This is an optimization exercise on Yosys and OpenROAD, whose aim is small area and a short achievable clock period, not a production implementation.
At most, simulation tests tie the RTL to the original design; equivalence was not proved.
No functional check of the RTL was part of run 3.
Power figures rest on the tool's default switching activity, not on a simulated workload.

==> flow/design.v <==
`timescale 1ns/1ns
module axis_Gauss_1x5 (
  input  logic       s_axis_aclk,
  input  logic       s_axis_arstn,
  input  logic [7:0] s_axis_tdata,
  input  logic       s_axis_tvalid,
  input  logic       s_axis_tlast,
  output logic [7:0] m_axis_tdata,
  output logic       m_axis_tvalid,
  output logic       m_axis_tlast
);
logic [7:0]  d1, d2, d3, d4;
logic        v1, v2, l1, l2;
logic [13:0] cnt;
logic [9:0] b;
always_ff @(posedge s_axis_aclk) begin
  d1 <= s_axis_tdata;
  d2 <= d1;
  d3 <= d2;
  d4 <= d3;
  v1 <= s_axis_tvalid;
  v2 <= v1;
  l1 <= s_axis_tlast;
  l2 <= l1;
  b <= bnext;
end
wire [14:0] cc;
wire [13:0] cs;
wire cc_lo;
assign cc[0] = s_axis_tvalid;
gha cnt_ha0 (.a(cnt[0]), .b(cc[0]), .s(cs[0]), .co(cc[1]));
gha cnt_ha1 (.a(cnt[1]), .b(cc[1]), .s(cs[1]), .co(cc[2]));
gha cnt_ha2 (.a(cnt[2]), .b(cc[2]), .s(cs[2]), .co(cc[3]));
gha cnt_ha3 (.a(cnt[3]), .b(cc[3]), .s(cs[3]), .co(cc[4]));
gha cnt_ha4 (.a(cnt[4]), .b(cc[4]), .s(cs[4]), .co(cc[5]));
gha cnt_ha5 (.a(cnt[5]), .b(cc[5]), .s(cs[5]), .co(cc[6]));
gha cnt_ha6 (.a(cnt[6]), .b(cc[6]), .s(cs[6]), .co(cc_lo));
gha cnt_ha7 (.a(cnt[7]), .b(cc[7]), .s(cs[7]), .co(cc[8]));
gha cnt_ha8 (.a(cnt[8]), .b(cc[8]), .s(cs[8]), .co(cc[9]));
gha cnt_ha9 (.a(cnt[9]), .b(cc[9]), .s(cs[9]), .co(cc[10]));
gha cnt_ha10 (.a(cnt[10]), .b(cc[10]), .s(cs[10]), .co(cc[11]));
gha cnt_ha11 (.a(cnt[11]), .b(cc[11]), .s(cs[11]), .co(cc[12]));
gha cnt_ha12 (.a(cnt[12]), .b(cc[12]), .s(cs[12]), .co(cc[13]));
gha cnt_ha13 (.a(cnt[13]), .b(cc[13]), .s(cs[13]), .co(cc[14]));
assign cc[7] = s_axis_tvalid & (&cnt[6:0]);
always_ff @(posedge s_axis_aclk) begin
  if (!s_axis_arstn || s_axis_tlast)
    cnt <= '0;
  else
    cnt <= cs;
end
wire edge_pt = (cnt[13:1] == 13'd1);
wire [7:0] x0 = s_axis_tdata;
wire h1_s, h1_c;
gha h1 (.a(d1[0]), .b(d2[1]), .s(h1_s), .co(h1_c));
wire f2_s, f2_c;
gfa f2 (.a(d1[1]), .b(d2[2]), .c(h1_c), .s(f2_s), .co(f2_c));
wire f3_s, f3_c;
gfa f3 (.a(d1[2]), .b(d2[3]), .c(f2_c), .s(f3_s), .co(f3_c));
wire f4_s, f4_c;
gfa f4 (.a(d1[3]), .b(d2[4]), .c(x0[4]), .s(f4_s), .co(f4_c));
wire f5_s, f5_c;
gfa f5 (.a(d1[4]), .b(d2[5]), .c(x0[5]), .s(f5_s), .co(f5_c));
wire f6_s, f6_c;
gfa f6 (.a(d1[5]), .b(d2[6]), .c(x0[6]), .s(f6_s), .co(f6_c));
wire f7_s, f7_c;
gfa f7 (.a(d1[6]), .b(d2[7]), .c(x0[7]), .s(f7_s), .co(f7_c));
wire h8_s, h8_c;
gha h8 (.a(d2[0]), .b(x0[0]), .s(h8_s), .co(h8_c));
wire h9_s, h9_c;
gha h9 (.a(h1_s), .b(x0[1]), .s(h9_s), .co(h9_c));
wire h10_s, h10_c;
gha h10 (.a(f2_s), .b(x0[2]), .s(h10_s), .co(h10_c));
wire h11_s, h11_c;
gha h11 (.a(x0[3]), .b(f3_s), .s(h11_s), .co(h11_c));
wire h12_s, h12_c;
gha h12 (.a(f3_c), .b(f4_s), .s(h12_s), .co(h12_c));
wire h13_s, h13_c;
gha h13 (.a(f4_c), .b(f5_s), .s(h13_s), .co(h13_c));
wire h14_s, h14_c;
gha h14 (.a(f5_c), .b(f6_s), .s(h14_s), .co(h14_c));
wire h15_s, h15_c;
gha h15 (.a(f6_c), .b(f7_s), .s(h15_s), .co(h15_c));
wire h16_s, h16_c;
gha h16 (.a(d1[7]), .b(f7_c), .s(h16_s), .co(h16_c));
wire q17_x;
g_ao21 q17 (.a(h9_c), .b(h9_s), .c(h8_c), .x(q17_x));
wire q18_x;
g_and2 q18 (.a(h9_s), .b(h8_s), .x(q18_x));
wire q19_x;
g_ao21 q19 (.a(h11_c), .b(h11_s), .c(h10_c), .x(q19_x));
wire q20_x;
g_and2 q20 (.a(h11_s), .b(h10_s), .x(q20_x));
wire q21_x;
g_ao21 q21 (.a(h13_c), .b(h13_s), .c(h12_c), .x(q21_x));
wire q22_x;
g_and2 q22 (.a(h13_s), .b(h12_s), .x(q22_x));
wire q23_x;
g_ao21 q23 (.a(h15_c), .b(h15_s), .c(h14_c), .x(q23_x));
wire q24_x;
g_and2 q24 (.a(h15_s), .b(h14_s), .x(q24_x));
wire q25_x;
g_ao21 q25 (.a(h10_c), .b(h10_s), .c(q17_x), .x(q25_x));
wire q26_x;
g_and2 q26 (.a(h10_s), .b(q18_x), .x(q26_x));
wire q27_x;
g_ao21 q27 (.a(q19_x), .b(q20_x), .c(q17_x), .x(q27_x));
wire q28_x;
g_and2 q28 (.a(q20_x), .b(q18_x), .x(q28_x));
wire q29_x;
g_ao21 q29 (.a(h14_c), .b(h14_s), .c(q21_x), .x(q29_x));
wire q30_x;
g_and2 q30 (.a(h14_s), .b(q22_x), .x(q30_x));
wire q31_x;
g_ao21 q31 (.a(q23_x), .b(q24_x), .c(q21_x), .x(q31_x));
wire q32_x;
g_and2 q32 (.a(q24_x), .b(q22_x), .x(q32_x));
wire q33_x;
g_ao21 q33 (.a(h12_c), .b(h12_s), .c(q27_x), .x(q33_x));
wire q34_x;
g_and2 q34 (.a(h12_s), .b(q28_x), .x(q34_x));
wire q35_x;
g_ao21 q35 (.a(q21_x), .b(q22_x), .c(q27_x), .x(q35_x));
wire q36_x;
g_and2 q36 (.a(q22_x), .b(q28_x), .x(q36_x));
wire q37_x;
g_ao21 q37 (.a(q29_x), .b(q30_x), .c(q27_x), .x(q37_x));
wire q38_x;
g_and2 q38 (.a(q30_x), .b(q28_x), .x(q38_x));
wire q39_x;
g_ao21 q39 (.a(q31_x), .b(q32_x), .c(q27_x), .x(q39_x));
wire q40_x;
g_and2 q40 (.a(q32_x), .b(q28_x), .x(q40_x));
wire q41_x;
g_ao21 q41 (.a(h16_c), .b(h16_s), .c(q39_x), .x(q41_x));
wire q42_x;
g_and2 q42 (.a(h16_s), .b(q40_x), .x(q42_x));
wire q43_x;
g_xor2 q43 (.a(h9_s), .b(h8_c), .x(q43_x));
wire q44_x;
g_xor2 q44 (.a(h10_s), .b(q17_x), .x(q44_x));
wire q45_x;
g_xor2 q45 (.a(h11_s), .b(q25_x), .x(q45_x));
wire q46_x;
g_xor2 q46 (.a(h12_s), .b(q27_x), .x(q46_x));
wire q47_x;
g_xor2 q47 (.a(h13_s), .b(q33_x), .x(q47_x));
wire q48_x;
g_xor2 q48 (.a(h14_s), .b(q35_x), .x(q48_x));
wire q49_x;
g_xor2 q49 (.a(h15_s), .b(q37_x), .x(q49_x));
wire q50_x;
g_xor2 q50 (.a(h16_s), .b(q39_x), .x(q50_x));
wire q51_x;
g_xor2 q51 (.a(1'b0), .b(q41_x), .x(q51_x));
wire [9:0] bnext = {q51_x, q50_x, q49_x, q48_x, q47_x, q46_x, q45_x, q44_x, q43_x, h8_s};
wire h52_s, h52_c;
gha h52 (.a(d4[1]), .b(d2[0]), .s(h52_s), .co(h52_c));
wire f53_s, f53_c;
gfa f53 (.a(d4[2]), .b(d2[1]), .c(d2[0]), .s(f53_s), .co(f53_c));
wire i54 = ~d4[0];
wire f55_s, f55_c;
gfa f55 (.a(i54), .b(h52_c), .c(f53_s), .s(f55_s), .co(f55_c));
wire h56_s, h56_c;
gha h56 (.a(x0[2]), .b(f55_s), .s(h56_s), .co(h56_c));
wire i57 = ~d2[2];
wire f58_s, f58_c;
gfa f58 (.a(d4[3]), .b(d4[1]), .c(i57), .s(f58_s), .co(f58_c));
wire i59 = ~f58_s;
wire f60_s, f60_c;
gfa f60 (.a(d2[1]), .b(f53_c), .c(i59), .s(f60_s), .co(f60_c));
wire f61_s, f61_c;
gfa f61 (.a(f55_c), .b(x0[3]), .c(f60_s), .s(f61_s), .co(f61_c));
wire h62_s, h62_c;
gha h62 (.a(h56_c), .b(f61_s), .s(h62_s), .co(h62_c));
wire f63_s, f63_c;
gfa f63 (.a(b[0]), .b(d4[4]), .c(d2[3]), .s(f63_s), .co(f63_c));
wire i64 = ~d4[2];
wire f65_s, f65_c;
gfa f65 (.a(i64), .b(d2[2]), .c(d4[3]), .s(f65_s), .co(f65_c));
wire i66 = ~f58_c;
wire f67_s, f67_c;
gfa f67 (.a(i66), .b(f63_s), .c(f65_s), .s(f67_s), .co(f67_c));
wire f68_s, f68_c;
gfa f68 (.a(x0[4]), .b(f60_c), .c(f67_s), .s(f68_s), .co(f68_c));
wire i69 = ~x0[2];
wire f70_s, f70_c;
gfa f70 (.a(i69), .b(f61_c), .c(f68_s), .s(f70_s), .co(f70_c));
wire f71_s, f71_c;
gfa f71 (.a(b[1]), .b(d4[3]), .c(b[0]), .s(f71_s), .co(f71_c));
wire f72_s, f72_c;
gfa f72 (.a(d4[5]), .b(d4[0]), .c(d2[4]), .s(f72_s), .co(f72_c));
wire f73_s, f73_c;
gfa f73 (.a(d2[3]), .b(f63_c), .c(f65_c), .s(f73_s), .co(f73_c));
wire i74 = ~f71_s;
wire f75_s, f75_c;
gfa f75 (.a(i74), .b(f72_s), .c(x0[5]), .s(f75_s), .co(f75_c));
wire f76_s, f76_c;
gfa f76 (.a(x0[0]), .b(f73_s), .c(f67_c), .s(f76_s), .co(f76_c));
wire i77 = ~x0[3];
wire f78_s, f78_c;
gfa f78 (.a(i77), .b(f75_s), .c(f68_c), .s(f78_s), .co(f78_c));
wire h79_s, h79_c;
gha h79 (.a(f76_s), .b(f70_c), .s(h79_s), .co(h79_c));
wire f80_s, f80_c;
gfa f80 (.a(d4[6]), .b(d4[1]), .c(d2[5]), .s(f80_s), .co(f80_c));
wire i81 = ~d2[4];
wire f82_s, f82_c;
gfa f82 (.a(b[2]), .b(d4[4]), .c(i81), .s(f82_s), .co(f82_c));
wire i83 = ~f71_c;
wire f84_s, f84_c;
gfa f84 (.a(i83), .b(f72_c), .c(f80_s), .s(f84_s), .co(f84_c));
wire i85 = ~f82_s;
wire f86_s, f86_c;
gfa f86 (.a(i85), .b(f73_c), .c(x0[6]), .s(f86_s), .co(f86_c));
wire i87 = ~x0[4];
wire f88_s, f88_c;
gfa f88 (.a(i87), .b(x0[1]), .c(f84_s), .s(f88_s), .co(f88_c));
wire f89_s, f89_c;
gfa f89 (.a(f75_c), .b(f76_c), .c(f86_s), .s(f89_s), .co(f89_c));
wire f90_s, f90_c;
gfa f90 (.a(f88_s), .b(f78_c), .c(f89_s), .s(f90_s), .co(f90_c));
wire f91_s, f91_c;
gfa f91 (.a(d4[7]), .b(d4[2]), .c(d2[6]), .s(f91_s), .co(f91_c));
wire i92 = ~d2[5];
wire f93_s, f93_c;
gfa f93 (.a(b[3]), .b(d4[5]), .c(i92), .s(f93_s), .co(f93_c));
wire i94 = ~f82_c;
wire f95_s, f95_c;
gfa f95 (.a(f80_c), .b(i94), .c(f91_s), .s(f95_s), .co(f95_c));
wire i96 = ~f93_s;
wire f97_s, f97_c;
gfa f97 (.a(i96), .b(f84_c), .c(x0[7]), .s(f97_s), .co(f97_c));
wire i98 = ~x0[5];
wire f99_s, f99_c;
gfa f99 (.a(i98), .b(x0[2]), .c(f95_s), .s(f99_s), .co(f99_c));
wire f100_s, f100_c;
gfa f100 (.a(f86_c), .b(f88_c), .c(f97_s), .s(f100_s), .co(f100_c));
wire f101_s, f101_c;
gfa f101 (.a(f99_s), .b(f89_c), .c(f100_s), .s(f101_s), .co(f101_c));
wire f102_s, f102_c;
gfa f102 (.a(b[0]), .b(d4[3]), .c(d2[7]), .s(f102_s), .co(f102_c));
wire i103 = ~d2[6];
wire f104_s, f104_c;
gfa f104 (.a(b[4]), .b(d4[6]), .c(i103), .s(f104_s), .co(f104_c));
wire i105 = ~f93_c;
wire f106_s, f106_c;
gfa f106 (.a(f91_c), .b(i105), .c(f102_s), .s(f106_s), .co(f106_c));
wire i107 = ~f95_c;
wire f108_s, f108_c;
gfa f108 (.a(f104_s), .b(i107), .c(x0[6]), .s(f108_s), .co(f108_c));
wire f109_s, f109_c;
gfa f109 (.a(x0[3]), .b(f106_s), .c(f97_c), .s(f109_s), .co(f109_c));
wire i110 = ~f108_s;
wire f111_s, f111_c;
gfa f111 (.a(f99_c), .b(i110), .c(f100_c), .s(f111_s), .co(f111_c));
wire h112_s, h112_c;
gha h112 (.a(f109_s), .b(f101_c), .s(h112_s), .co(h112_c));
wire f113_s, f113_c;
gfa f113 (.a(b[1]), .b(d4[4]), .c(d2[7]), .s(f113_s), .co(f113_c));
wire i114 = ~f102_c;
wire f115_s, f115_c;
gfa f115 (.a(b[5]), .b(d4[7]), .c(i114), .s(f115_s), .co(f115_c));
wire i116 = ~f104_c;
wire f117_s, f117_c;
gfa f117 (.a(i116), .b(f113_s), .c(f106_c), .s(f117_s), .co(f117_c));
wire f118_s, f118_c;
gfa f118 (.a(x0[7]), .b(i87), .c(f115_s), .s(f118_s), .co(f118_c));
wire i119 = ~f117_s;
wire f120_s, f120_c;
gfa f120 (.a(f108_c), .b(i119), .c(f118_s), .s(f120_s), .co(f120_c));
wire i121 = ~f120_s;
wire f122_s, f122_c;
gfa f122 (.a(f109_c), .b(i121), .c(f111_c), .s(f122_s), .co(f122_c));
wire i123 = ~b[6];
wire f124_s, f124_c;
gfa f124 (.a(i123), .b(b[2]), .c(d4[5]), .s(f124_s), .co(f124_c));
wire i125 = ~f115_c;
wire f126_s, f126_c;
gfa f126 (.a(f113_c), .b(f124_s), .c(i125), .s(f126_s), .co(f126_c));
wire i127 = ~f118_c;
wire f128_s, f128_c;
gfa f128 (.a(x0[5]), .b(f117_c), .c(i127), .s(f128_s), .co(f128_c));
wire i129 = ~f120_c;
wire f130_s, f130_c;
gfa f130 (.a(f126_s), .b(i129), .c(f128_s), .s(f130_s), .co(f130_c));
wire f131_s, f131_c;
gfa f131 (.a(b[7]), .b(b[3]), .c(d4[6]), .s(f131_s), .co(f131_c));
wire f132_s, f132_c;
gfa f132 (.a(f124_c), .b(f131_s), .c(x0[6]), .s(f132_s), .co(f132_c));
wire f133_s, f133_c;
gfa f133 (.a(f126_c), .b(f132_s), .c(f128_c), .s(f133_s), .co(f133_c));
wire f134_s, f134_c;
gfa f134 (.a(b[8]), .b(b[4]), .c(d4[7]), .s(f134_s), .co(f134_c));
wire i135 = ~b[7];
wire f136_s, f136_c;
gfa f136 (.a(i135), .b(f131_c), .c(f134_s), .s(f136_s), .co(f136_c));
wire f137_s, f137_c;
gfa f137 (.a(x0[7]), .b(f136_s), .c(f132_c), .s(f137_s), .co(f137_c));
wire i138 = ~b[8];
wire f139_s, f139_c;
gfa f139 (.a(b[9]), .b(b[5]), .c(i138), .s(f139_s), .co(f139_c));
wire f140_s, f140_c;
gfa f140 (.a(f134_c), .b(f139_s), .c(f136_c), .s(f140_s), .co(f140_c));
wire i141 = ~b[9];
wire f142_s, f142_c;
gfa f142 (.a(b[6]), .b(i141), .c(f139_c), .s(f142_s), .co(f142_c));
wire i143 = ~x0[0];
wire i144 = ~x0[1];
wire q145_x;
g_and2 q145 (.a(d4[0]), .b(x0[0]), .x(q145_x));
wire q146_x;
g_or2 q146 (.a(d4[0]), .b(x0[0]), .x(q146_x));
wire q147_x;
g_and2 q147 (.a(h52_s), .b(x0[1]), .x(q147_x));
wire q148_x;
g_or2 q148 (.a(h52_s), .b(x0[1]), .x(q148_x));
wire q149_x;
g_and2 q149 (.a(i143), .b(h56_s), .x(q149_x));
wire q150_x;
g_or2 q150 (.a(i143), .b(h56_s), .x(q150_x));
wire q151_x;
g_and2 q151 (.a(i144), .b(h62_s), .x(q151_x));
wire q152_x;
g_or2 q152 (.a(i144), .b(h62_s), .x(q152_x));
wire q153_x;
g_and2 q153 (.a(h62_c), .b(f70_s), .x(q153_x));
wire q154_x;
g_or2 q154 (.a(h62_c), .b(f70_s), .x(q154_x));
wire q155_x;
g_and2 q155 (.a(f78_s), .b(h79_s), .x(q155_x));
wire q156_x;
g_or2 q156 (.a(f78_s), .b(h79_s), .x(q156_x));
wire q157_x;
g_and2 q157 (.a(h79_c), .b(f90_s), .x(q157_x));
wire q158_x;
g_or2 q158 (.a(h79_c), .b(f90_s), .x(q158_x));
wire q159_x;
g_ao21 q159 (.a(q147_x), .b(q148_x), .c(q145_x), .x(q159_x));
wire q160_x;
g_ao21 q160 (.a(q149_x), .b(q150_x), .c(q159_x), .x(q160_x));
wire q161_x;
g_ao21 q161 (.a(q151_x), .b(q152_x), .c(q160_x), .x(q161_x));
wire q162_x;
g_ao21 q162 (.a(q153_x), .b(q154_x), .c(q161_x), .x(q162_x));
wire q163_x;
g_ao21 q163 (.a(q155_x), .b(q156_x), .c(q162_x), .x(q163_x));
wire q164_x;
g_ao21 q164 (.a(q157_x), .b(q158_x), .c(q163_x), .x(q164_x));
wire h165_s, h165_c;
gha h165 (.a(f140_s), .b(f137_c), .s(h165_s), .co(h165_c));
wire h166_s, h166_c;
gha h166 (.a(f142_s), .b(f140_c), .s(h166_s), .co(h166_c));
wire h167_s, h167_c;
gha h167 (.a(i135), .b(f142_c), .s(h167_s), .co(h167_c));
wire h168_s, h168_c;
gha h168 (.a(i138), .b(b[7]), .s(h168_s), .co(h168_c));
wire h169_s, h169_c;
gha h169 (.a(i141), .b(b[8]), .s(h169_s), .co(h169_c));
wire q170_x;
g_ao21 q170 (.a(h166_c), .b(h166_s), .c(h165_c), .x(q170_x));
wire q171_x;
g_and2 q171 (.a(h166_s), .b(h165_s), .x(q171_x));
wire q172_x;
g_ao21 q172 (.a(h168_c), .b(h168_s), .c(h167_c), .x(q172_x));
wire q173_x;
g_and2 q173 (.a(h168_s), .b(h167_s), .x(q173_x));
wire q174_x;
g_ao21 q174 (.a(h167_c), .b(h167_s), .c(q170_x), .x(q174_x));
wire q175_x;
g_and2 q175 (.a(h167_s), .b(q171_x), .x(q175_x));
wire q176_x;
g_ao21 q176 (.a(q172_x), .b(q173_x), .c(q170_x), .x(q176_x));
wire q177_x;
g_and2 q177 (.a(q173_x), .b(q171_x), .x(q177_x));
wire q178_x;
g_ao21 q178 (.a(h169_c), .b(h169_s), .c(q176_x), .x(q178_x));
wire q179_x;
g_and2 q179 (.a(h169_s), .b(q177_x), .x(q179_x));
wire q180_x;
g_xor2 q180 (.a(h166_s), .b(h165_c), .x(q180_x));
wire q181_x;
g_xor2 q181 (.a(h167_s), .b(q170_x), .x(q181_x));
wire q182_x;
g_xor2 q182 (.a(h168_s), .b(q174_x), .x(q182_x));
wire q183_x;
g_xor2 q183 (.a(h169_s), .b(q176_x), .x(q183_x));
wire q184_x;
g_or2 q184 (.a(f90_c), .b(f101_s), .x(q184_x));
wire q185_x;
g_and2 q185 (.a(f90_c), .b(f101_s), .x(q185_x));
wire q186_x;
g_or2 q186 (.a(f111_s), .b(h112_s), .x(q186_x));
wire q187_x;
g_and2 q187 (.a(f111_s), .b(h112_s), .x(q187_x));
wire q188_x;
g_or2 q188 (.a(h112_c), .b(f122_s), .x(q188_x));
wire q189_x;
g_and2 q189 (.a(h112_c), .b(f122_s), .x(q189_x));
wire h190_s, h190_c;
gha h190 (.a(f130_s), .b(f122_c), .s(h190_s), .co(h190_c));
wire h191_s, h191_c;
gha h191 (.a(f130_c), .b(f133_s), .s(h191_s), .co(h191_c));
wire h192_s, h192_c;
gha h192 (.a(f137_s), .b(f133_c), .s(h192_s), .co(h192_c));
wire [10:0] ua = {q183_x, q182_x, q181_x, q180_x, h165_s, h192_s, h191_s, h190_s, q188_x, q186_x, q184_x};
wire [10:0] ub = {1'b0, 1'b0, 1'b0, 1'b0, 1'b0, h192_c, h191_c, h190_c, q189_x, q187_x, q185_x};
wire uc = q164_x;
logic [10:0] oa, ob;
logic oc;
logic       ept;
always_ff @(posedge s_axis_aclk) begin
  oa <= ua;
  ob <= ub;
  oc <= uc;
  ept <= edge_pt;
  m_axis_tvalid <= v2;
  m_axis_tlast  <= l2 & ~edge_pt;
end
assign m_axis_tdata = {(ept ? d3[7] : oa[10]) ^ (~ept & (1'b0 | oa[9] & 1'b0 | oa[9] & oa[8] & 1'b0 | oa[9] & oa[8] & oa[7] & 1'b0 | oa[9] & oa[8] & oa[7] & oa[6] & ob[5] | oa[9] & oa[8] & oa[7] & oa[6] & oa[5] & ob[4] | oa[9] & oa[8] & oa[7] & oa[6] & oa[5] & oa[4] & ob[3] | oa[9] & oa[8] & oa[7] & oa[6] & oa[5] & oa[4] & oa[3] & ob[2] | oa[9] & oa[8] & oa[7] & oa[6] & oa[5] & oa[4] & oa[3] & oa[2] & ob[1] | oa[9] & oa[8] & oa[7] & oa[6] & oa[5] & oa[4] & oa[3] & oa[2] & oa[1] & ob[0] | oa[9] & oa[8] & oa[7] & oa[6] & oa[5] & oa[4] & oa[3] & oa[2] & oa[1] & oa[0] & oc)), (ept ? d3[6] : oa[9]) ^ (~ept & (1'b0 | oa[8] & 1'b0 | oa[8] & oa[7] & 1'b0 | oa[8] & oa[7] & oa[6] & ob[5] | oa[8] & oa[7] & oa[6] & oa[5] & ob[4] | oa[8] & oa[7] & oa[6] & oa[5] & oa[4] & ob[3] | oa[8] & oa[7] & oa[6] & oa[5] & oa[4] & oa[3] & ob[2] | oa[8] & oa[7] & oa[6] & oa[5] & oa[4] & oa[3] & oa[2] & ob[1] | oa[8] & oa[7] & oa[6] & oa[5] & oa[4] & oa[3] & oa[2] & oa[1] & ob[0] | oa[8] & oa[7] & oa[6] & oa[5] & oa[4] & oa[3] & oa[2] & oa[1] & oa[0] & oc)), (ept ? d3[5] : oa[8]) ^ (~ept & (1'b0 | oa[7] & 1'b0 | oa[7] & oa[6] & ob[5] | oa[7] & oa[6] & oa[5] & ob[4] | oa[7] & oa[6] & oa[5] & oa[4] & ob[3] | oa[7] & oa[6] & oa[5] & oa[4] & oa[3] & ob[2] | oa[7] & oa[6] & oa[5] & oa[4] & oa[3] & oa[2] & ob[1] | oa[7] & oa[6] & oa[5] & oa[4] & oa[3] & oa[2] & oa[1] & ob[0] | oa[7] & oa[6] & oa[5] & oa[4] & oa[3] & oa[2] & oa[1] & oa[0] & oc)), (ept ? d3[4] : oa[7]) ^ (~ept & (1'b0 | oa[6] & ob[5] | oa[6] & oa[5] & ob[4] | oa[6] & oa[5] & oa[4] & ob[3] | oa[6] & oa[5] & oa[4] & oa[3] & ob[2] | oa[6] & oa[5] & oa[4] & oa[3] & oa[2] & ob[1] | oa[6] & oa[5] & oa[4] & oa[3] & oa[2] & oa[1] & ob[0] | oa[6] & oa[5] & oa[4] & oa[3] & oa[2] & oa[1] & oa[0] & oc)), (ept ? d3[3] : oa[6]) ^ (~ept & (ob[5] | oa[5] & ob[4] | oa[5] & oa[4] & ob[3] | oa[5] & oa[4] & oa[3] & ob[2] | oa[5] & oa[4] & oa[3] & oa[2] & ob[1] | oa[5] & oa[4] & oa[3] & oa[2] & oa[1] & ob[0] | oa[5] & oa[4] & oa[3] & oa[2] & oa[1] & oa[0] & oc)), (ept ? d3[2] : oa[5]) ^ (~ept & (ob[4] | oa[4] & ob[3] | oa[4] & oa[3] & ob[2] | oa[4] & oa[3] & oa[2] & ob[1] | oa[4] & oa[3] & oa[2] & oa[1] & ob[0] | oa[4] & oa[3] & oa[2] & oa[1] & oa[0] & oc)), (ept ? d3[1] : oa[4]) ^ (~ept & (ob[3] | oa[3] & ob[2] | oa[3] & oa[2] & ob[1] | oa[3] & oa[2] & oa[1] & ob[0] | oa[3] & oa[2] & oa[1] & oa[0] & oc)), (ept ? d3[0] : oa[3]) ^ (~ept & (ob[2] | oa[2] & ob[1] | oa[2] & oa[1] & ob[0] | oa[2] & oa[1] & oa[0] & oc))};
endmodule
module g_or2 (
  input  logic a,
  input  logic b,
  output logic x
);
assign x = a | b;
endmodule
module g_and2 (
  input  logic a,
  input  logic b,
  output logic x
);
assign x = a & b;
endmodule
module g_xor2 (
  input  logic a,
  input  logic b,
  output logic x
);
assign x = a ^ b;
endmodule
module g_ao21 (
  input  logic a,
  input  logic b,
  input  logic c,
  output logic x
);
assign x = a | (b & c);
endmodule
module gha (
  input  logic a,
  input  logic b,
  output logic s,
  output logic co
);
assign s  = a ^ b;
assign co = a & b;
endmodule
module gfa (
  input  logic a,
  input  logic b,
  input  logic c,
  output logic s,
  output logic co
);
assign s  = a ^ b ^ c;
assign co = (a & b) | (a & c) | (b & c);
endmodule
==> flow/flow/run.sh <==
#!/bin/bash
# Layout flow: the standard flow, with plain buffers on the ports and a clock
# tree of small buffers without dummy loads.
export BUFFER_PORTS_ARGS="-buffer_cell sky130_fd_sc_hd__buf_2"
export CTS_ARGS="-sink_clustering_enable -repair_clock_nets -dont_use_dummy_load -buf_list \"sky130_fd_sc_hd__clkbuf_4 sky130_fd_sc_hd__clkbuf_8\""
bash standard.sh > standard.log 2>&1
==> flow/standard.sh <==
#!/bin/bash
# synth_recipe.tcl (not shown) runs the flow's synth.tcl, then flattens the netlist and writes it again
# the make line also repeats each setting of config.mk as NAME=value (left out here)
make -C /OpenROAD-flow-scripts/flow DESIGN_CONFIG=/design/flow/config.mk WORK_HOME=/design/flow/orfs CLKGATE_MAP_FILE= SYNTH_SCRIPT=/design/flow/synth_recipe.tcl "${@:-finish}"
==> flow/config.mk <==
export PLATFORM = sky130hd
export DESIGN_NAME = axis_Gauss_1x5
export DESIGN_NICKNAME = axis_Gauss_1x5
export VERILOG_FILES = /design/flow/design.v
export SDC_FILE = /design/flow/constraint.sdc
export NUM_CORES = 4
export LEC_CHECK = 0
export CAP_MARGIN = 20
export CORE_MARGIN = 2
export CORE_UTILIZATION = 40
export SETUP_SLACK_MARGIN = 4.5
export SLEW_MARGIN = 20
export SYNTH_HIERARCHICAL = 1
export SYNTH_MINIMUM_KEEP_SIZE = 0
==> flow/constraint.sdc <==
create_clock -name core_clock -period 8.0 [get_ports {s_axis_aclk}]
set_input_delay 1.6000 -clock core_clock [delete_from_list [all_inputs] [get_ports {s_axis_aclk}]]
set_output_delay 1.6000 -clock core_clock [all_outputs]
set_load 0.01 [all_outputs]
==> run notes, run 1 <==
status finished clean; first-pass GRT wire length 12,600 µm; Seq cells post-synth between 80 and 90; largest fanout on the critical path 3; R2R setup slack 4.67 ns; class of the worst hold path reg -> reg; DIE WIDTH 108 µm; Critical Path AT ~1.9 ns; CP Data Required Time 6.40 ns; Final min period 3.47 ns; worst clock skew between 0.02 and 0.025 ns; Logic pwr share 53.8%; reg2reg end oc; Slew Viols, Final 0; Final Hold Vio Count 0; largest cells by area after synthesis dfxtp_1, fa_1, ha_1; I/O pin cnt 22; drt pass-1 iters 4; number of fillers in the final layout just under 1,000; critical-path cell list a21o_1 > nand4_4 > a21boi_2 > o21a_1 > nor3_1 > o41ai_2 > buf_2; clock network power share between 10% and 20%; Worst Tran Pin Value a little under 0.7 ns; Reg area approximately 0.0016 mm²; Post-Syn Nets 451; max_slew headroom 54.0%; Post-Route WL between 7000 and 8000 µm; Critical Path End Type output pin; Ys Warns 7; largest net degree at the start of global routing 17; placed cells about 500; Cell Area, Synth 0.00430 mm²; Avg Synthesized Cell Area 12.6 µm²; multi-input logic area around 0.0026 mm²; max cap viols 0; vias in the first global route ~2,600; Clk pin slew, worst setup/hold paths 0.10 ns; Placeable Area 0.0104 mm²; GRT overflow 0; register area share after synthesis 37.7%; WHS 0.336 ns; EDFF count, synth 0; Clock Path Buffers 2; Wirelength per Cell 14.2 µm; RR Startpoint d4[3]; Distinct cells, synth 30; Final Cycle Share 43.3%; Non-Filler Instances 508; part of the power in registers approximately a third; Final Util 45.9%; Hold Crit Endpoint m_axis_tvalid; Antenna Nets Post-Route 0; cts hold-fix bufs 0; Async S/R FF share, synth 0%; CP startpoint kind flip-flop; Skew-Pair Late Insertion Delay 0.35 ns; layout cells sized above 1 between 10% and 20%; biggest area consumer among synthesized cells dfxtp_1; Port Buf Inserts 21; PD cells 364 mW/mm²; Sw Share 38.1%; H-tree level count 3; Via density 4.63; CTS tree done; gpl congestion 0.864; post-synth top area share around 38%; top_reg_cell synth dfxtp_1; initial antenna violation count 0; Pint roughly 1.1 mW; 1st-iter DRT viols 38; die height about 110 µm; die area 0.0116 mm²; Worst Hold Depth 0; Worst Path Class, Setup reg -> out; NumNets Final just under 500; Peak VDD IR 0.220 mV; Initial Utilization roughly 41%; slowest CP cell dfxtp_2; Cell Rows 37; CTS Sinks 81; Reg2Reg Depth 7; total track usage 14.7%; RSZ-0062 raised after global routing yes; max incr delay on CP 0.32 ns; Finish-stage setup viols 0; via count around 2,400; CTS Buf Count 9; hold_sp v2; Inserted Diodes 0; Leak 2.27 nW; DRC 0; synth-to-layout area growth 10.7%; switching power 0.659 mW; post-detail-place hpwl 6070 µm; setup TNS 0 ns; Fmax achieved around 0.29 GHz; Clock Tree Root clkbuf_8; Post-Syn Instances 341
## worst max-delay path by stage
stage,start,slack [ns],end,cells after the start
2_1_floorplan,s_axis_tdata[7],4.50,oa[2],5
3_3_place_gp,s_axis_tdata[4],4.28,oa[2],7
3_5_place_dp,s_axis_tdata[7],4.27,oa[2],6
4_1_cts,oa[0],4.50,m_axis_tdata[3],7
5_1_grt,oa[3],4.40,m_axis_tdata[3],6
6_report,oa[0],4.53,m_axis_tdata[3],7
## metrics by stage
step           power [mW]  cell area, µm²  setup WS, ns
3_5_place_dp         1.50            4570          4.27
3_3_place_gp         1.47            4570          4.28
5_1_grt              1.93            4760          4.40
6_report             1.73            4760          4.53
4_1_cts              1.76            4740          4.50
2_1_floorplan        1.26            4310          4.50
## registers in the layout, indices dropped and copies added (netlist names), 6 cells and up
| name | cells |
|---|---|
| cnt | 14 |
| oa | 11 |
| b | 10 |
| d1 | 8 |
| d2 | 8 |
| d3 | 8 |
| d4 | 8 |
| ob | 6 |
## synthesized netlist by cell type (3+ instances only)
library cell / instances
xor2_1: 17
o21ai_1: 6
nand2_1: 10
and2_1: 30
ha_1: 37
nor2b_1: 3
or2_1: 9
nor2_1: 3
fa_1: 61
a21o_1: 26
inv_1: 33
dfxtp_1: 81
## per-module statistics from Yosys, one instance, submodules excluded
module / times used / cells / flops+latches / area, µm²
g_xor2: 13 / 1 / 0 / 8.76
g_or2: 9 / 1 / 0 / 6.26
axis_Gauss_1x5: 1 / 182 / 81 / 2170
gfa: 61 / 1 / 0 / 20.0
g_and2: 16 / 1 / 0 / 6.26
gha: 37 / 1 / 0 / 12.5
g_ao21: 23 / 1 / 0 / 7.51
## cell type report
cell class | instances | area share, %
clock buffer | 9 | 2.60
inverter | 33 | 2.60
multi-input combinational | 225 | 54.4
sequential | 81 | 34.1
tap | 136 | 3.58
timing repair buffer | 24 | 2.68
## cells in the final DEF, fill, tap and decap left out, types with 2 or more instances in the layout
cell type	instances
a21o_1	26
a21oi_1	2
a21oi_4	2
and2_1	30
buf_2	21
buf_4	3
clkbuf_8	9
dfxtp_1	78
dfxtp_2	3
fa_1	58
fa_2	3
ha_1	37
inv_1	33
nand2_1	10
nand3_1	2
nand4_1	2
nor2_1	3
nor2b_1	2
nor3_1	2
o21ai_1	5
o31ai_1	2
or2_1	9
xor2_1	17
## power by group through the flow
stage	registers, mW	clock network (mW)	logic, mW
CTS	0.575	0.233	0.949
floorplan	0.557	0	0.700
global placement	0.578	0	0.896
finish	0.574	0.227	0.931
detailed placement	0.579	0	0.926
global route	0.588	0.250	1.09
## critical path: cells and delay by family (launching register included)
kind	cells	cell delay (ns)
AOI/OAI and AO/OA	4	0.80
DFF	1	0.32
and+or+nand+nor	2	0.21
buffers and inverters	1	0.18
## what timing repair did
item,CTS,global route
setup buffers,2,1
endpoints found under the setup margin,5,10
pin swaps,6,11
gates resized for setup,4,5
## per-layer routing
metal | share of wire (%) | track usage, %
met1 | 45 | 18.3
met5 | 0 | 0
met2 | 51 | 24.5
met3 | 2.2 | 2.97
met4 | 2.0 | 6.59
## cells by family after synthesis
logic type / count (synthesis) / share of synthesized area (%)
adder cells (fa/ha/maj): 98 / 39.2
AO/OA/AOI/OAI: 43 / 7.42
AND/OR/NAND/NOR: 66 / 9.05
other: 1 / 0.0873
buffers and inverters: 35 / 3.06
flip-flops: 81 / 37.7
XOR/XNOR: 17 / 3.46
==> inputs of run 2 (changes only) <==
--- a/flow/config.mk
+++ b/flow/config.mk
@@ -10,3 +10,3 @@
 export CORE_UTILIZATION = 40
-export SETUP_SLACK_MARGIN = 4.5
+export SETUP_SLACK_MARGIN = 4.7
 export SLEW_MARGIN = 20
==> run 2 against run 1 <==
Die area unchanged. Register-to-register slack better by 0.04 ns. Sequential power about the same. Total power up 1.4%. First-iteration DRC count down 2.6%. Largest cell class unchanged.
==> run notes, run 2 <==
status finished clean; placed cells 496 (unchanged); die area 0.0116 mm² (unchanged); Clock Tree Root clkbuf_8; Post-Route WL 7290 µm (+0.83%); largest net degree at the start of global routing 17 (unchanged); Non-Filler Instances 509 (+0.20%); worst clock skew 0.0316 ns (+0.00801 ns); 1st-iter DRT viols 37 (-2.6%); Avg Synthesized Cell Area 12.6 µm² (unchanged); dpl cell area 0.00458 mm² (+0.16%); largest reg by FF count cnt; PD cells 363 mW/mm² (-0.15%); Critical Path AT 1.81 ns (-0.06 ns); total track usage 14.7% (+0.046 points); register area share after synthesis 37.7% (unchanged); Final Hold Vio Count 0 (unchanged); DRC 0 (unchanged); Post-Syn Nets 451 (unchanged); initial antenna violation count 0 (unchanged); CP Data Required Time 6.40 ns (about the same); Final Util 46.6% (+0.72 points); Skew-Pair Late Insertion Delay 0.35 ns (about the same); crit path from oa[2]; Worst Tran Pin Value 0.701 ns (+0.0126 ns); most frequent cells in the layout dfxtp_1, fa_1, ha_1; R2R setup slack 4.71 ns (+0.04 ns); Antenna Nets Post-Route 0 (unchanged); Fmax achieved 0.293 GHz (+1.6%); synth-to-layout area growth 12.5%; slowest CP cell dfxtp_2; number of fillers in the final layout 977 (-1.4%); CTS tree done; NumNets Final 485 (+0.21%); Regs by FF count cnt: 14 flops, oa: 11 flops, b: 10 flops; Port Buf Inserts 21 (unchanged); CP startpoint kind flip-flop; Worst Hold Depth 0 (unchanged); Via density 4.61 (-0.32%); Final min period 3.41 ns (-0.0558 ns); Post-Syn Instances 341 (unchanged); reg2reg end oc; commonest non-fill, non-tap cell in the layout dfxtp_1; GRT overflow 0 (unchanged); Peak VDD IR 0.254 mV (+15%); max reg flops 14 (unchanged); post-synth top area share 37.7% (unchanged); CP endpoint m_axis_tdata[7]; Worst Path Class, Setup reg -> out; max incr delay on CP 0.34 ns (+0.02 ns); CTS Buf Count 9 (unchanged); post-route cell area 0.00483 mm² (+1.6%); Reg2Reg Depth 8 (+1); RSZ-0062 raised after global routing yes; Initial Utilization 41.4% (unchanged); largest cells by area after synthesis dfxtp_1, fa_1, ha_1; Slew Viols, Final 0 (unchanged); CP dominant cell by count a21oi_4; Cell Area, Synth 0.00430 mm² (unchanged); Ys Warns 7 (unchanged); most frequent cell after synthesis dfxtp_1; post-detail-place hpwl 6130 µm (+1.0%); DIE WIDTH 108 µm (unchanged); H-tree level count 3 (unchanged); max cap viols 0 (unchanged); Clk pin slew, worst setup/hold paths 0.09 ns (about the same); via count 2,348 (-0.13%); EDFF count, synth 0 (unchanged); Seq cells post-synth 81 (unchanged); biggest area consumer among synthesized cells dfxtp_1; layout cells sized above 1 17.7% (+4.8 points); setup TNS 0 ns (unchanged); gpl congestion 0.870 (+0.71%); Async S/R FF share, synth 0% (unchanged); Placeable Area 0.0104 mm² (unchanged); top_reg_cell synth dfxtp_1; RR Startpoint d4[2]; die height 108 µm (unchanged); Critical Path End Type output pin; max_slew headroom 53.1% (-0.84 points); I/O pin cnt 22 (unchanged); critical-path cell list a21o_1 > a21oi_4 > a21oi_4 > o2111ai_2 > xor2_1 > o21ai_1 > buf_2; Cell Rows 37 (unchanged); Leak 2.28 nW (+0.36%); Wirelength per Cell 14.3 µm (+0.63%); CTS Sinks 81 (unchanged); Final Cycle Share 42.6% (-0.70 points); Inserted Diodes 0 (unchanged); Finish-stage setup viols 0 (unchanged); drt pass-1 iters 4 (unchanged); Distinct cells, synth 30 (unchanged); vias in the first global route 2,556 (-2.8%); cts hold-fix bufs 0 (unchanged); largest fanout on the critical path 5 (+2); first-pass GRT wire length 12,600 µm (-0.22%); Post-synth top cells dfxtp_1, fa_1, ha_1; class of the worst hold path reg -> reg; Clock Path Buffers 2 (unchanged)
-- run 2: what timing repair did --
item | in CTS | in global routing
setup buffers | 2 | 2
pin swaps | 11 | 13
endpoints found under the hold margin | 0 | 0
gates resized for setup | 20 | 11
setup endpoints to repair | 12 | 13
-- run 2: worst min path at each step --
stage	startpoint	end
floorplan	l1	l2
global placement	v2	m_axis_tvalid
detailed placement	v2	m_axis_tvalid
CTS	v2	m_axis_tvalid
global route	v2	m_axis_tvalid
finish	v2	m_axis_tvalid
-- run 2: critical path: cells and delay by family, from the launching register on --
family          cells  cell delay (ns)
buf+inv             1             0.17
xor+xnor            1             0.18
compound gates      5             0.78
flops               1             0.34
-- run 2: per-stage QoR --
| step | hold slack, ns | setup WS, ns | power, mW |
|---|---|---|---|
| 5_1_grt | 0.352 | 4.42 | 1.97 |
| 6_report | 0.335 | 4.59 | 1.76 |
| 2_1_floorplan | 0.310 | 4.52 | 1.27 |
| 3_5_place_dp | 0.315 | 4.28 | 1.51 |
| 4_1_cts | 0.339 | 4.57 | 1.79 |
| 3_3_place_gp | 0.311 | 4.30 | 1.48 |
-- run 2: per-module statistics from Yosys (local to each module, per instance) --
module / cells / flops+latches / area, µm²
g_ao21: 1 / 0 / 7.51
g_and2: 1 / 0 / 6.26
gfa: 1 / 0 / 20.0
g_xor2: 1 / 0 / 8.76
gha: 1 / 0 / 12.5
axis_Gauss_1x5: 182 / 81 / 2170
g_or2: 1 / 0 / 6.26
-- run 2: per-layer routing --
layer  part of all wire [%]  wire length [µm]  track usage [%]  vias to the layer above
li1                       -                 -                -                     1160
met1                     44              3220             18.2                     1166
met2                     53              3850             25.4                       20
met3                    2.4               175             3.63                        2
met4                   0.60                44             4.40                        0
met5                      0                 0                0                        -
-- run 2: power breakdown --
group / switching [mW] / internal [mW]
Sequential: 0.0715 / 0.503
Combinational: 0.471 / 0.487
Clock: 0.123 / 0.101
Total: 0.666 / 1.09
-- run 2: final cells by class --
type	count	area [µm²]	area share, %
clock buffer	9	124	2.56
inverter	33	124	2.56
multi-input combinational	225	2620	54.2
sequential	81	1640	33.8
tap	136	170	3.52
timing repair buffer	25	161	3.34
-- run 2: logic make-up (layout without fill, tap and decap cells) --
| family | Yosys count | after routing | synth area share, % |
|---|---|---|---|
| other | 1 | 1 | 0.0873 |
| AOI/OAI and AO/OA | 43 | 43 | 7.42 |
| xor gates and xnor gates | 17 | 17 | 3.46 |
| buffers and inverters | 35 | 67 | 3.06 |
| DFF | 81 | 81 | 37.7 |
| and+or+nand+nor | 66 | 66 | 9.05 |
| adders and majority gates | 98 | 98 | 39.2 |
==> inputs of run 3 (changes only) <==
--- a/flow/design.v
+++ b/flow/design.v
@@ -26,21 +26,2 @@
 end
-wire [14:0] cc;
-wire [13:0] cs;
-wire cc_lo;
-assign cc[0] = s_axis_tvalid;
-gha cnt_ha0 (.a(cnt[0]), .b(cc[0]), .s(cs[0]), .co(cc[1]));
-gha cnt_ha1 (.a(cnt[1]), .b(cc[1]), .s(cs[1]), .co(cc[2]));
-gha cnt_ha2 (.a(cnt[2]), .b(cc[2]), .s(cs[2]), .co(cc[3]));
-gha cnt_ha3 (.a(cnt[3]), .b(cc[3]), .s(cs[3]), .co(cc[4]));
-gha cnt_ha4 (.a(cnt[4]), .b(cc[4]), .s(cs[4]), .co(cc[5]));
-gha cnt_ha5 (.a(cnt[5]), .b(cc[5]), .s(cs[5]), .co(cc[6]));
-gha cnt_ha6 (.a(cnt[6]), .b(cc[6]), .s(cs[6]), .co(cc_lo));
-gha cnt_ha7 (.a(cnt[7]), .b(cc[7]), .s(cs[7]), .co(cc[8]));
-gha cnt_ha8 (.a(cnt[8]), .b(cc[8]), .s(cs[8]), .co(cc[9]));
-gha cnt_ha9 (.a(cnt[9]), .b(cc[9]), .s(cs[9]), .co(cc[10]));
-gha cnt_ha10 (.a(cnt[10]), .b(cc[10]), .s(cs[10]), .co(cc[11]));
-gha cnt_ha11 (.a(cnt[11]), .b(cc[11]), .s(cs[11]), .co(cc[12]));
-gha cnt_ha12 (.a(cnt[12]), .b(cc[12]), .s(cs[12]), .co(cc[13]));
-gha cnt_ha13 (.a(cnt[13]), .b(cc[13]), .s(cs[13]), .co(cc[14]));
-assign cc[7] = s_axis_tvalid & (&cnt[6:0]);
 always_ff @(posedge s_axis_aclk) begin
@@ -48,4 +29,4 @@
     cnt <= '0;
-  else
-    cnt <= cs;
+  else if (s_axis_tvalid)
+    cnt <= cnt + 14'd1;
 end
--- a/flow/config.mk
+++ b/flow/config.mk
@@ -10,3 +10,3 @@
 export CORE_UTILIZATION = 40
-export SETUP_SLACK_MARGIN = 4.7
+export SETUP_SLACK_MARGIN = 4.6
 export SLEW_MARGIN = 20
==> run 3 against run 2 <==
Total power grew 1.6%. Utilization grew 0.30 points. Count of clock-buffer cells in the layout unchanged. Die area increased by 0.33%. Via count grew 7.6%. First-iteration DRC count grew 78%. Sequential power is 2% higher. Critical path type unchanged. Critical endpoint unchanged. Synthesized area up 0.35%. Design area grew 1.1%. Cell count increased by 4.5%. Register-to-register slack barely moved. Still clean.
==> run notes, run 3 <==
main combinational cell family by area after synthesis adder cells; worst clock skew 0.0257 ns (-0.00590 ns); Final min period 3.45 ns (+0.0349 ns); Worst Path Class, Setup reg -> out; first-pass GRT wire length 13,400 µm (+6.2%); reg2reg end oa[2]; Final Util 46.9% (+0.30 points); Skew-Pair Late Insertion Delay 0.35 ns (about the same); clock network power share 12.6% (about the same); Leak 2.18 nW (-4.4%); Non-Filler Instances 532 (+4.5%); Initial Utilization 41.4% (about the same); die height 108 µm (+0.17%); status finished clean; Ys Warns 7 (unchanged); Post-Syn Nets 459 (+1.8%); Cell Area, Synth 0.00431 mm² (+0.35%); top_reg_cell synth dfxtp_1; register area share after synthesis 37.6% (-0.13 points); Final Cycle Share 43.1% (+0.44 points); max reg flops 14 (unchanged); Place WS 4.27 ns (-0.0101 ns); most frequent cells in the layout dfxtp_1, fa_1, inv_1; Sw Share 38.2% (+0.31 points); portion of netlist area occupied by mux cells 0.232% (+0.23 points); initial antenna violation count 0 (unchanged); CTS tree done; Critical Path AT 1.85 ns (+0.04 ns); Seq cells post-synth 81 (unchanged); post-route setup slack 4.55 ns (-0.0349 ns); Post-Route WL 7770 µm (+6.6%); Worst Tran Pin Value 0.598 ns (-0.104 ns); Reg2Reg Depth 7 (-1); adder-cell area share of the yosys netlist 35.3% (-3.9 points); Peak VDD IR 0.159 mV (-37%); Clock Tree Root clkbuf_8; layout cells sized above 1 16.9% (-0.78 points); Antenna Nets Post-Route 0 (unchanged); Finish-stage setup viols 0 (unchanged); largest cells by area after synthesis dfxtp_1, fa_1, ha_1; Port Buf Inserts 21 (unchanged); Avg Synthesized Cell Area 11.9 µm² (-5.5%); H-tree level count 3 (unchanged); Distinct cells, synth 38 (+27%); Logic pwr share 54.7% (+0.2 points); switching power 0.682 mW (+2.4%); Final Hold Vio Count 0 (unchanged); biggest area consumer among synthesized cells dfxtp_1; Critical Path End Type output pin; max_slew headroom 60.1% (+6.9 points); Post-synth top cells dfxtp_1, fa_1, inv_1; 1st-iter DRT viols 66 (+78%); RSZ-0062 raised after global routing yes; die area 0.0116 mm² (+0.33%); Placeable Area 0.0104 mm² (+0.45%); post-synthesis compound-gate area fraction 7.17% (-0.26 points); Cell Rows 37 (unchanged); part of the power in registers 32.7% (about the same); RR Startpoint d4[6]; R2R setup slack 4.71 ns (about the same); CTS Buf Count 9 (unchanged); DRC 0 (unchanged); largest reg by FF count cnt; max incr delay on CP 0.48 ns (+0.14 ns); Hold Crit Endpoint d4[4]; Async S/R FF share, synth 0% (unchanged); Post-Synth XOR/XNOR Area 5.69% (+2.2 points); Pint 1.10 mW (+1.1%); commonest non-fill, non-tap cell in the layout dfxtp_1; PD cells 365 mW/mm² (+0.52%); max cap viols 0 (unchanged); Clk pin slew, worst setup/hold paths 0.07 ns (-0.02 ns); vias in the first global route 2,772 (+8.5%); via count 2,526 (+7.6%); Fmax achieved 0.290 GHz (-1.0%); CP top delay family simple AND/OR/NAND/NOR gates; Slew Viols, Final 0 (unchanged); Worst Hold Depth 0 (unchanged); largest net degree at the start of global routing 18 (+1); largest fanout on the critical path 5 (unchanged); critical-path cell list nand4_1 > a21oi_4 > o21ai_4 > or4_4 > nand3_2 > buf_6; Regs by FF count cnt: 14 flops, oa: 11 flops, b: 10 flops; placed cells 517 (+4.2%); class of the worst hold path reg -> reg; Bufs and invs on worst path 1 (unchanged); Post-Synth Simple-Gate Area 10.7% (+1.7 points); Wirelength per Cell 14.6 µm (+2.0%); slowest CP cell or4_4; total track usage 15.3% (+0.54 points); most frequent cell after synthesis dfxtp_1; Clock Path Buffers 2 (unchanged); drt pass-1 iters 4 (unchanged); post-synth top area share 37.6% (-0.13 points); CP startpoint kind flip-flop; gpl congestion 0.850 (-2.3%); NumNets Final 495 (+2.1%); CP Data Required Time 6.40 ns (about the same); Via density 4.75 (+2.9%); DIE WIDTH 108 µm (+0.17%); EDFF count, synth 0 (unchanged); synth-to-layout area growth 13.3%; I/O pin cnt 22 (unchanged); post-detail-place hpwl 6250 µm (+1.9%); hold_sp d3[4]; GRT overflow 0 (unchanged); setup TNS 0 ns (unchanged); CTS Sinks 81 (unchanged); Inserted Diodes 0 (unchanged); Post-Syn Instances 362 (+6.2%)
-- run 3: what timing repair did --
action                     in CTS  in global routing
setup buffers                   3                  3
pin swaps                       3                 12
hold endpoints to repair        0                  0
setup endpoints to repair       7                 14
gates cloned                    0                  0
gates resized for setup        11                 28
hold buffers                    0                  0
-- run 3: per-module statistics from Yosys (local to each module, per instance) --
module          times used  cells inside  area [µm²]
g_and2                  16             1        6.26
gfa                     61             1        20.0
axis_Gauss_1x5           1           217        2360
g_ao21                  23             1        7.51
g_xor2                  13             1        8.76
g_or2                    9             1        6.26
gha                     23             1        12.5
-- run 3: metal layers --
layer	vias to the layer above	wire, µm	part of all wire [%]	track usage, %
met5	-	0	0	0
met4	0	99	1.3	4.58
met3	8	177	2.3	3.51
met2	18	3800	49	24.8
met1	1257	3690	48	20.4
li1	1243	-	-	-
-- run 3: power groups by stage --
stage | combinational (mW) | clock (mW) | sequential, mW
2_1_floorplan | 0.702 | 0 | 0.560
4_1_cts | 0.955 | 0.235 | 0.578
3_3_place_gp | 0.898 | 0 | 0.582
5_1_grt | 1.15 | 0.250 | 0.597
3_5_place_dp | 0.924 | 0 | 0.583
6_report | 0.976 | 0.225 | 0.584
-- run 3: layout make-up --
class	count	area, µm²
inverters	34	128
clock buffers	9	124
fillers	965	5530
well taps	136	170
multi-input cells	245	2650
flip-flops and latches	81	1640
repair buffers	27	178
-- run 3: how the worst max path moves through the flow --
| stage | from | to | slack, ns | cells after the start |
|---|---|---|---|---|
| floorplan | s_axis_tdata[7] | oa[2] | 4.52 | 5 |
| global placement | s_axis_tdata[7] | oa[2] | 4.28 | 6 |
| detailed placement | s_axis_tdata[7] | oa[2] | 4.27 | 6 |
| CTS | oa[4] | m_axis_tdata[7] | 4.53 | 6 |
| global route | oa[5] | m_axis_tdata[7] | 4.49 | 6 |
| finish | oa[5] | m_axis_tdata[7] | 4.55 | 6 |
-- run 3: cells by family (layout without fill, tap and decap cells) --
logic type / Yosys count / in the layout
and+or+nand+nor: 85 / 85
other: 1 / 1
AOI/OAI and AO/OA: 45 / 45
buffers and inverters: 36 / 70
xor gates and xnor gates: 28 / 28
adders and majority gates: 85 / 85
DFF: 81 / 81
muxes: 1 / 1
-- run 3: stage by stage --
stage | hold WS (ns) | area [µm²] | power (mW)
2_1_floorplan | 0.310 | 4330 | 1.26
3_3_place_gp | 0.319 | 4590 | 1.48
3_5_place_dp | 0.313 | 4590 | 1.51
4_1_cts | 0.340 | 4770 | 1.77
5_1_grt | 0.343 | 4890 | 1.99
6_report | 0.335 | 4890 | 1.78
-- run 3: worst reg2reg max path, stage by stage (launching register included) --
cell	delay, ns
dfxtp_1	0.45
fa_1	0.45
fa_1	0.41
fa_1	0.50
fa_2	0.38
fa_2	0.35
fa_2	0.41
or2_1	0.23

[port drivers added, routing unchanged]
Ports are ideal in the flow. The routed layouts listed here were re-timed in OpenROAD. Step 1 (the two cells are an assumption about what drives the block):
set clk [get_ports {s_axis_aclk}]
set_driving_cell -lib_cell sky130_fd_sc_hd__clkbuf_16 $clk
set_driving_cell -lib_cell sky130_fd_sc_hd__buf_2 [delete_from_list [all_inputs] $clk]
Step 2 moves the port delays by t, midway between the first and last clock arrival at a register: inputs arrive t later, outputs are due t later. That takes back most of the time a late clock gives input paths. a / b / c = ideal ports / drivers / drivers and shift; a / b = the first two.
run | t, ns | setup slack, ns | worst setup path at the end
run 1 | 0.382 | 4.533 / 4.501 / 4.255 | input to register
run 2 | 0.365 | 4.589 / 4.554 / 4.233 | input to register
run 3 | 0.371 | 4.554 / 4.522 / 4.259 | input to register
After both steps setup and hold are still met in every run listed. For run 2, which loses most, drivers alone change the setup slack by -0.035 ns; drivers and shift together by -0.356 ns.
